From an optimization exercise on the open Yosys and OpenROAD flow, aimed at small area and a short achievable clock period; shortcuts taken in it are not production practice. Function was checked by simulation only, so behaviour that the tests miss may differ from the original.

==> build 75 <==
## RV32core
module  RV32core(
        input clk,   
        input rst,   
        input [4:0] debug_addr,   
        output[31:0] debug_data,   
        output[31:0] imem_addr,   
        input [31:0] imem_data,   
        output[31:0] dmem_addr,   
        output[31:0] dmem_wdata,   
        output dmem_we,   
        output dmem_re,   
        output[2:0] dmem_width,   
        input [31:0] dmem_rdata   
    );
Settings: LEC_CHECK=0, CAP_MARGIN=20, CORE_MARGIN=2, CORE_UTILIZATION=32, PLACE_DENSITY=0.48, SLEW_MARGIN=20, SYNTH_HIERARCHICAL=1; clock period 13.0 ns.
standard.sh (not shown) runs the stock make flow with config.mk's settings and CLKGATE_MAP_FILE= SYNTH_SCRIPT=/design/flow/synth_recipe.tcl, a recipe that flattens the netlist after the stock synthesis.
==> flow/flow/run.sh <==
#!/bin/bash
set -euo pipefail
W=$(pwd)
{ echo "include $W/config.mk"; cat "$W/flow/extra.mk"; } > "$W/own_config.mk"
sed "s#DESIGN_CONFIG=[^ ]*#DESIGN_CONFIG=$W/own_config.mk#" "$W/standard.sh" > "$W/own_standard.sh"
bash "$W/own_standard.sh" > "$W/own_flow.log" 2>&1
==> flow/flow/extra.mk <==
export BUFFER_PORTS_ARGS = -buffer_cell sky130_fd_sc_hd__buf_2
export CTS_ARGS = -sink_clustering_enable -repair_clock_nets -dont_use_dummy_load -buf_list "sky130_fd_sc_hd__clkbuf_8" -sink_clustering_size 16 -sink_clustering_max_diameter 50
export SETUP_SLACK_MARGIN = 6.5
export POST_GLOBAL_ROUTE_TCL = $(WORK_HOME)/../flow/grt_post.tcl
==> flow/flow/grt_post.tcl <==
# Extra antenna margin after global routing, so that detailed routing leaves
# no antenna violation to repair (each post-route repair re-runs the router).
repair_antennas -iterations 3 -ratio_margin 25
check_placement -verbose
==> inputs of trial 8, as changes to build 75 <==
==> flow/flow/extra.mk (replaced) <==
export BUFFER_PORTS_ARGS = -buffer_cell sky130_fd_sc_hd__buf_2
export CTS_ARGS = -sink_clustering_enable -repair_clock_nets -dont_use_dummy_load -buf_list "sky130_fd_sc_hd__clkbuf_16" -sink_clustering_size 24 -sink_clustering_max_diameter 50
export SETUP_SLACK_MARGIN = 6.5
export POST_GLOBAL_ROUTE_TCL = $(WORK_HOME)/../flow/grt_post.tcl
- CORE_UTILIZATION: 32 -> 35
- PLACE_DENSITY: 0.48 -> 0.5
==> insert_results.sql <==
INSERT INTO impl_metrics (metric_group, metric, value, unit) VALUES
('run_status', 'outcome', 'complete, no violations', ''),
('finish', 'multi_input_comb_area', '0.0272', 'mm²'),
('finish', 'final_cell_mix', 'edfxtp_1 (1,024), a222oi_1 (706), a22oi_1 (439), nand2_1 (266), nand4_1 (243)', ''),
('placement', 'post-dp-hpwl', '207000', 'µm'),
('clocking', 'clock-root-buffer', 'clkbuf_16', '');
Source of the figures above: trial 8

==> insert_results.sql <==
INSERT INTO impl_metrics (metric_group, metric, value, unit) VALUES
('finish', 'multi_input_comb_area', '0.0273', 'mm²'),
('run_status', 'outcome', 'complete, no violations', ''),
('finish', 'final_cell_mix', 'edfxtp_1 (1,024), a222oi_1 (706), a22oi_1 (445), nand2_1 (265), nand4_1 (243)', ''),
('placement', 'post-dp-hpwl', '209000', 'µm'),
('finish', 'final.signal_inverter_count', '69', ''),
('clocking', 'post-cts-setup-buffer-count', '39', ''),
('clocking', 'clock-root-buffer', 'clkbuf_8', '');
Source of the figures above: build 75


* * *

==> job 6638: inputs <==
RV32core, a different RTL version from the one above (not shown whole).
==> module dbg_bit, before the edit <==
module dbg_bit(
    input  [30:0] s,
    input  [30:0] d,
    output y
);
    wire [10:0] t;
    genvar i;
    generate
        for (i = 0; i < 10; i = i + 1) begin : g
            aoi222 u(.a1(s[3*i]), .a2(d[3*i]), .b1(s[3*i+1]), .b2(d[3*i+1]),
                     .c1(s[3*i+2]), .c2(d[3*i+2]), .y(t[i]));
        end
    endgenerate
    nd2 u10(.a(s[30]), .b(d[30]), .y(t[10]));
    wire [2:0] u;
    nd4 n0(.a(t[0]), .b(t[1]), .c(t[2]),  .d(t[3]), .y(u[0]));
    nd4 n1(.a(t[4]), .b(t[5]), .c(t[6]),  .d(t[7]), .y(u[1]));
    nd3 n2(.a(t[8]), .b(t[9]), .c(t[10]),           .y(u[2]));
    wire yn;
    nr3 o(.a(u[0]), .b(u[1]), .c(u[2]), .y(yn));
    iv  v(.a(yn), .y(y));
endmodule
==> module Regs, before the edit <==
module Regs(
    input  [31*32-1:0] rf,        
    input  [31:1] vld,
    input  [4:0] R_addr_A,
    input  [4:0] R_addr_B,
    input  [4:0] Debug_addr,
    output [31:0] rdata_A,
    output [31:0] rdata_B,
    output [31:0] Debug_regs
);
    rf_port pa(.rf(rf), .vld(vld), .a(R_addr_A),   .d(rdata_A));
    rf_port pb(.rf(rf), .vld(vld), .a(R_addr_B),   .d(rdata_B));
    dbg_port pd(.rf(rf), .vld(vld), .a(Debug_addr), .d(Debug_regs));
endmodule
==> module dbg_port, before the edit <==
module dbg_port(
    input  [31*32-1:0] rf,
    input  [31:1] vld,
    input  [4:0] a,
    output [31:0] d
);
    wire [3:0] lo;
    wire [7:0] hi;
    pre2 p2(.a(a[1:0]), .y(lo));
    pre3 p3(.a(a[4:2]), .y(hi));
    wire [31:1] sel;
    genvar i, b;
    generate
        for (i = 1; i < 32; i = i + 1) begin : s
            an3 u(.a(lo[i % 4]), .b(hi[i / 4]), .c(vld[i]), .y(sel[i]));
        end
        for (b = 0; b < 32; b = b + 1) begin : bs
            wire [30:0] col;
            for (i = 0; i < 31; i = i + 1) begin : c
                assign col[i] = rf[32*i + b];
            end
            dbg_bit m(.s(sel), .d(col), .y(d[b]));
        end
    endgenerate
endmodule
==> module pre2, before the edit <==
module pre2(input [1:0] a, output [3:0] y);
    assign y = 4'b1 << a;
endmodule
==> module pre3, before the edit <==
module pre3(input [2:0] a, output [7:0] y);
    assign y = 8'b1 << a;
endmodule
==> module an3, before the edit <==
module an3(input a, b, c, output y);
    assign y = a & b & c;
endmodule
==> module nd2, before the edit <==
module nd2(input a, b, output y); assign y = ~(a & b); endmodule
==> module nd3, before the edit <==
module nd3(input a, b, c, output y); assign y = ~(a & b & c); endmodule
==> module nd4, before the edit <==
module nd4(input a, b, c, d, output y); assign y = ~(a & b & c & d); endmodule
==> module nr3, before the edit <==
module nr3(input a, b, c, output y); assign y = ~(a | b | c); endmodule
==> module iv, before the edit <==
module iv(input a, output y); assign y = ~a; endmodule
clock: 13.0 ns
lec_check: 0
cap_margin: 20
core_margin: 2
core_utilization: 35
place_density: 0.5
slew_margin: 20
synth_hierarchical: 1
==> flow/flow/extra.mk <==
export BUFFER_PORTS_ARGS = -buffer_cell sky130_fd_sc_hd__buf_2
export CTS_ARGS = -sink_clustering_enable -repair_clock_nets -dont_use_dummy_load -buf_list "sky130_fd_sc_hd__clkbuf_16" -sink_clustering_size 24 -sink_clustering_max_diameter 50
export SETUP_SLACK_MARGIN = 6.5
export POST_GLOBAL_ROUTE_TCL = $(WORK_HOME)/../flow/grt_post.tcl
Scripts as last shown in full above: flow/flow/run.sh, flow/flow/grt_post.tcl
==> job 6409 (differences from job 6638) <==
--- a/flow/design.v
+++ b/flow/design.v
@@ -322,21 +322,21 @@
     output y
 );
-    wire [10:0] t;
-    genvar i;
-    generate
-        for (i = 0; i < 10; i = i + 1) begin : g
-            aoi222 u(.a1(s[3*i]), .a2(d[3*i]), .b1(s[3*i+1]), .b2(d[3*i+1]),
-                     .c1(s[3*i+2]), .c2(d[3*i+2]), .y(t[i]));
-        end
-    endgenerate
-    nd2 u10(.a(s[30]), .b(d[30]), .y(t[10]));
-    wire [2:0] u;
-    nd4 n0(.a(t[0]), .b(t[1]), .c(t[2]),  .d(t[3]), .y(u[0]));
-    nd4 n1(.a(t[4]), .b(t[5]), .c(t[6]),  .d(t[7]), .y(u[1]));
-    nd3 n2(.a(t[8]), .b(t[9]), .c(t[10]),           .y(u[2]));
-    wire yn;
-    nr3 o(.a(u[0]), .b(u[1]), .c(u[2]), .y(yn));
-    iv  v(.a(yn), .y(y));
+    wire [3:0] u;                
+    ao8 g0(.s(s[7:0]),   .d(d[7:0]),   .y(u[0]));
+    ao8 g1(.s(s[15:8]),  .d(d[15:8]),  .y(u[1]));
+    ao8 g2(.s(s[23:16]), .d(d[23:16]), .y(u[2]));
+    ao7 g3(.s(s[30:24]), .d(d[30:24]), .y(u[3]));
+    wire v0, v1;
+    nr2 n0(.a(u[0]), .b(u[1]), .y(v0));
+    nr2 n1(.a(u[2]), .b(u[3]), .y(v1));
+    nd2 n2(.a(v0), .b(v1), .y(y));
 endmodule
+module ao8(input [7:0] s, input [7:0] d, output y);
+    assign y = |(s & d);
+endmodule
+module ao7(input [6:0] s, input [6:0] d, output y);
+    assign y = |(s & d);
+endmodule
+module nr2(input a, b, output y); assign y = ~(a | b); endmodule
 module nd2(input a, b, output y); assign y = ~(a & b); endmodule
 module nd3(input a, b, c, output y); assign y = ~(a & b & c); endmodule
==> flow/flow/extra.mk (replaced) <==
export BUFFER_PORTS_ARGS = -buffer_cell sky130_fd_sc_hd__buf_2
export CTS_ARGS = -sink_clustering_enable -repair_clock_nets -dont_use_dummy_load -buf_list "sky130_fd_sc_hd__clkbuf_8" -sink_clustering_size 16 -sink_clustering_max_diameter 50
export SETUP_SLACK_MARGIN = 7.0
export POST_GLOBAL_ROUTE_TCL = $(WORK_HOME)/../flow/grt_post.tcl
==> job 2193 (differences from job 6638) <==
--- a/flow/design.v
+++ b/flow/design.v
@@ -238,5 +238,5 @@
     rf_port pa(.rf(rf), .vld(vld), .a(R_addr_A),   .d(rdata_A));
     rf_port pb(.rf(rf), .vld(vld), .a(R_addr_B),   .d(rdata_B));
-    dbg_port pd(.rf(rf), .vld(vld), .a(Debug_addr), .d(Debug_regs));
+    rf_port pd(.rf(rf), .vld(vld), .a(Debug_addr), .d(Debug_regs));
 endmodule
 module rf_port(
@@ -283,65 +283,4 @@
     assign y = ~&t;
 endmodule
-module dbg_port(
-    input  [31*32-1:0] rf,
-    input  [31:1] vld,
-    input  [4:0] a,
-    output [31:0] d
-);
-    wire [3:0] lo;
-    wire [7:0] hi;
-    pre2 p2(.a(a[1:0]), .y(lo));
-    pre3 p3(.a(a[4:2]), .y(hi));
-    wire [31:1] sel;
-    genvar i, b;
-    generate
-        for (i = 1; i < 32; i = i + 1) begin : s
-            an3 u(.a(lo[i % 4]), .b(hi[i / 4]), .c(vld[i]), .y(sel[i]));
-        end
-        for (b = 0; b < 32; b = b + 1) begin : bs
-            wire [30:0] col;
-            for (i = 0; i < 31; i = i + 1) begin : c
-                assign col[i] = rf[32*i + b];
-            end
-            dbg_bit m(.s(sel), .d(col), .y(d[b]));
-        end
-    endgenerate
-endmodule
-module pre2(input [1:0] a, output [3:0] y);
-    assign y = 4'b1 << a;
-endmodule
-module pre3(input [2:0] a, output [7:0] y);
-    assign y = 8'b1 << a;
-endmodule
-module an3(input a, b, c, output y);
-    assign y = a & b & c;
-endmodule
-module dbg_bit(
-    input  [30:0] s,
-    input  [30:0] d,
-    output y
-);
-    wire [10:0] t;
-    genvar i;
-    generate
-        for (i = 0; i < 10; i = i + 1) begin : g
-            aoi222 u(.a1(s[3*i]), .a2(d[3*i]), .b1(s[3*i+1]), .b2(d[3*i+1]),
-                     .c1(s[3*i+2]), .c2(d[3*i+2]), .y(t[i]));
-        end
-    endgenerate
-    nd2 u10(.a(s[30]), .b(d[30]), .y(t[10]));
-    wire [2:0] u;
-    nd4 n0(.a(t[0]), .b(t[1]), .c(t[2]),  .d(t[3]), .y(u[0]));
-    nd4 n1(.a(t[4]), .b(t[5]), .c(t[6]),  .d(t[7]), .y(u[1]));
-    nd3 n2(.a(t[8]), .b(t[9]), .c(t[10]),           .y(u[2]));
-    wire yn;
-    nr3 o(.a(u[0]), .b(u[1]), .c(u[2]), .y(yn));
-    iv  v(.a(yn), .y(y));
-endmodule
-module nd2(input a, b, output y); assign y = ~(a & b); endmodule
-module nd3(input a, b, c, output y); assign y = ~(a & b & c); endmodule
-module nd4(input a, b, c, d, output y); assign y = ~(a & b & c & d); endmodule
-module nr3(input a, b, c, output y); assign y = ~(a | b | c); endmodule
-module iv(input a, output y); assign y = ~a; endmodule
 `timescale 1ns / 1ps
 module  RV32core(
==> flow/flow/extra.mk (replaced) <==
export BUFFER_PORTS_ARGS = -buffer_cell sky130_fd_sc_hd__buf_2
export CTS_ARGS = -sink_clustering_enable -repair_clock_nets -dont_use_dummy_load -buf_list "sky130_fd_sc_hd__clkbuf_8" -sink_clustering_size 24 -sink_clustering_max_diameter 60
export SETUP_SLACK_MARGIN = 6.5
--- a/flow/config.mk
+++ b/flow/config.mk
@@ -9,4 +9,5 @@
 export CORE_MARGIN = 2
 export CORE_UTILIZATION = 35
+export MIN_ROUTING_LAYER = met2
 export PLACE_DENSITY = 0.5
 export SLEW_MARGIN = 20
removed: flow/flow/grt_post.tcl
==> summary of the runs <==
Job 6409 completed without violations. Job 6638 produced a clean layout. Job 2193 stopped in global routing (5_1_grt), error GRT-0232.
Sequential share of layout area: job 6638 is higher than job 6409 (1.8 points).
Core utilization: job 6409 is higher than job 6638 (1.1 points).
Between job 6638 and job 6409, the lower design area is in job 6638 (gap about 3.7%, measured against job 6409).
Between job 6409 and job 6638, the lower first-iteration DRC count is in job 6638 (gap 11%, measured against job 6638).

## static timing again, ports no longer ideal
How much do the figures lean on ideal ports? The routed layouts below were timed once more, with nothing changed but the port constraints.
Step 1 assumes that a clkbuf_16 drives the clock port and a buf_2 every other input.
Step 2 moves the port delays by t, midway between the first and last clock arrival at a register: inputs arrive t later, outputs are due t later. That takes back most of the time a late clock gives input paths.
Three values: no drivers, after step 1, after step 2; two values: the first two.
run | shift t [ns] | setup WS [ns] | worst register clock-pin slew, ns
build 75 | 1.030 | 5.852 / 5.794 / 5.794 | 0.10 / 0.10
trial 8 | 0.870 | 5.934 / 5.869 / 5.869 | 0.08 / 0.08
job 6638 | 0.877 | 5.570 / 5.490 / 5.490 | 0.08 / 0.08
job 6409 | 1.048 | 5.876 / 5.823 / 5.823 | 0.11 / 0.11
After both steps setup and hold are still met in every run listed. The setup slack of job 6638, which loses most, moves by -0.080 ns with the drivers and by -0.080 ns with both steps.
